From an optimization exercise on the open Yosys and OpenROAD flow, aimed at small area, a short achievable clock period and few clock cycles per item; shortcuts taken in it are not production practice. Function was checked by simulation only, so behaviour that the tests miss may differ from the original.

==> flow/design.v (excerpt) <==
module fpmul64 (
    input         clk,
    input         rst,
    input         valid,
    input  [63:0] a,
    input  [63:0] b,
    output [63:0] result,
    output [2:0]  fex,
    output        done
);
    fpmul u_mul (
        .clk(clk),
        .rst(rst),
        .valid(valid),
        .a(a),
        .b(b),
        .result(result),
        .fex(fex),
        .done(done)
    );
endmodule
Size: about 200 I/O pins.
==> flow/config.mk <==
export PLATFORM = sky130hd
export DESIGN_NAME = fpmul64
export DESIGN_NICKNAME = fpmul64
export VERILOG_FILES = /design/flow/design.v
export SDC_FILE = /design/flow/constraint.sdc
export NUM_CORES = 8
export LEC_CHECK = 0
export ABC_AREA = 1
export CAP_MARGIN = 30
export CORE_MARGIN = 2
export CORE_UTILIZATION = 40
export SLEW_MARGIN = 30
==> flow/constraint.sdc <==
create_clock -name core_clock -period 16.0 [get_ports {clk}]
set_input_delay 3.2000 -clock core_clock [delete_from_list [all_inputs] [get_ports {clk}]]
set_output_delay 3.2000 -clock core_clock [all_outputs]
set_load 0.01 [all_outputs]
standard.sh (not shown) runs the stock make flow with config.mk's settings and CLKGATE_MAP_FILE= SYNTH_SCRIPT=/design/flow/synth_recipe.tcl, a recipe that flattens the netlist after the stock synthesis.
==> flow/flow/run.sh <==
#!/bin/bash
# Own layout flow.
#  1. the standard synthesis (standard.sh synth), unchanged.
#  2. flow/netopt.py: a clean-up of the synthesised netlist's combinational cells. It removes
#     the buffers ABC inserted (placement buffers nets again where the layout needs it) and most
#     of the inverters Yosys's extract_fa leaves between full adders: a full adder is self-dual
#     (FA(~a,~b,~c) = ~FA(a,b,c)) and an XOR/XNOR gate absorbs an inversion by swapping kind, so
#     some of them can work on complemented signals. Registers are not touched.
set -euo pipefail
R=orfs/results/${FLOW_PLATFORM}/fpmul64/base
bash standard.sh synth > synth.log 2>&1
cp "$R/1_2_yosys.v" 1_2_yosys.standard.v
python3 flow/netopt.py 1_2_yosys.standard.v 1_2_yosys.netopt.v > netopt.log 2>&1
cp 1_2_yosys.netopt.v "$R/1_2_yosys.v"
rm -f "$R/1_synth.odb"
bash standard.sh SETUP_SLACK_MARGIN=11.5 CTS_CLUSTER_SIZE=30 CTS_CLUSTER_DIAMETER=100 \
  POST_GLOBAL_ROUTE_TCL=$PWD/flow/grt_post.tcl \
  "BUFFER_PORTS_ARGS=-buffer_cell sky130_fd_sc_hd__buf_2" \
  finish > pnr.log 2>&1
==> flow/flow/grt_post.tcl <==
# After global routing (POST_GLOBAL_ROUTE_TCL):
# 2. the diodes load their nets: buffer again any net they push over its slew or capacitance
#    limits, and route the changed nets.
repair_antennas -iterations 5 -ratio_margin 20
estimate_parasitics -global_routing
global_route -start_incremental
repair_design -slew_margin 30 -cap_margin 30
detailed_placement
global_route -end_incremental
check_placement -verbose
Other scripts of this flow, unchanged in this note and not shown: flow/flow/netopt.py
The first run failed in global routing (5_1_grt) (EST-0104).
Testbench counts at the start, summed over its fixed seeds: cycles 32,032, items 32,000.
Next try:
--- a/flow/flow/run.sh
+++ b/flow/flow/run.sh
@@ -14,5 +14,5 @@
 cp 1_2_yosys.netopt.v "$R/1_2_yosys.v"
 rm -f "$R/1_synth.odb"
-bash standard.sh SETUP_SLACK_MARGIN=11.5 CTS_CLUSTER_SIZE=30 CTS_CLUSTER_DIAMETER=100 \
+bash standard.sh SETUP_SLACK_MARGIN=11.7 CTS_CLUSTER_SIZE=30 CTS_CLUSTER_DIAMETER=100 \
   POST_GLOBAL_ROUTE_TCL=$PWD/flow/grt_post.tcl \
   "BUFFER_PORTS_ARGS=-buffer_cell sky130_fd_sc_hd__buf_2" \
==> flow/flow/grt_post.tcl (replaced) <==
# After global routing and its antenna repair (POST_GLOBAL_ROUTE_TCL): the diodes load their
# nets, so buffer again any net they push over its slew or capacitance limits (with a margin
# for the detailed routing to come), and route the changed nets.
repair_design -slew_margin 30 -cap_margin 30
global_route -start_incremental
detailed_placement
global_route -end_incremental
check_placement -verbose
After rerunning: Now the flow produced a clean layout. Synthesized cell count is unchanged. Synthesized area stays the same.
Next try:
--- a/flow/flow/run.sh
+++ b/flow/flow/run.sh
@@ -14,5 +14,6 @@
 cp 1_2_yosys.netopt.v "$R/1_2_yosys.v"
 rm -f "$R/1_synth.odb"
-bash standard.sh SETUP_SLACK_MARGIN=11.7 CTS_CLUSTER_SIZE=30 CTS_CLUSTER_DIAMETER=100 \
+bash standard.sh SETUP_SLACK_MARGIN=11.7 \
+  "CTS_ARGS=-sink_clustering_enable -repair_clock_nets -sink_clustering_size 30 -sink_clustering_max_diameter 100 -dont_use_dummy_load" \
   POST_GLOBAL_ROUTE_TCL=$PWD/flow/grt_post.tcl \
   "BUFFER_PORTS_ARGS=-buffer_cell sky130_fd_sc_hd__buf_2" \
Result: Maximum frequency is about the same. Via count stays flat. Synthesized area does not change. Cell area falls by 0.46%. Core utilization decreases by 0.21 points.
Next try:
--- a/flow/flow/run.sh
+++ b/flow/flow/run.sh
@@ -14,5 +14,5 @@
 cp 1_2_yosys.netopt.v "$R/1_2_yosys.v"
 rm -f "$R/1_synth.odb"
-bash standard.sh SETUP_SLACK_MARGIN=11.7 \
+bash standard.sh SETUP_SLACK_MARGIN=11.8 \
   "CTS_ARGS=-sink_clustering_enable -repair_clock_nets -sink_clustering_size 30 -sink_clustering_max_diameter 100 -dont_use_dummy_load" \
   POST_GLOBAL_ROUTE_TCL=$PWD/flow/grt_post.tcl \
What happened: The changed run completed with no timing, DRC or antenna violations; flip-flop and latch count stays the same; cell area increases by 1.4%; synthesized cell count is unchanged; setup slack got worse by 7.0 ps.

[afterwards: timing with drivers on the ports]
Ports are ideal in the flow. The routed layouts listed here were re-timed in OpenROAD. Step 1 sets driving cells, clkbuf_16 on the clock port and buf_2 on the other inputs (assumed; they add their load-dependent delay and slew). Step 2 moves the port delays by t, midway between the first and last clock arrival at a register: inputs arrive t later, outputs are due t later. That takes back most of the time a late clock gives input paths. Three values: ideal, step 1, step 2; two values: the first two.
run	t (ns)	setup WS [ns]	worst setup path after step 2	clock arrival spread, ns	worst slew at a driven data input, ns
the second run	0.850	11.531 / 11.439 / 11.170	input to register	0.116 / 0.116	0.06
the third run	0.803	11.541 / 11.450 / 11.162	input to register	0.176 / 0.176	0.06
the fourth run	0.824	11.534 / 11.435 / 11.153	input to register	0.201 / 0.200	0.05
After both steps every run listed still meets setup and hold. For the fourth run, which loses most, drivers alone change the setup slack by -0.099 ns; drivers and shift together by -0.381 ns.
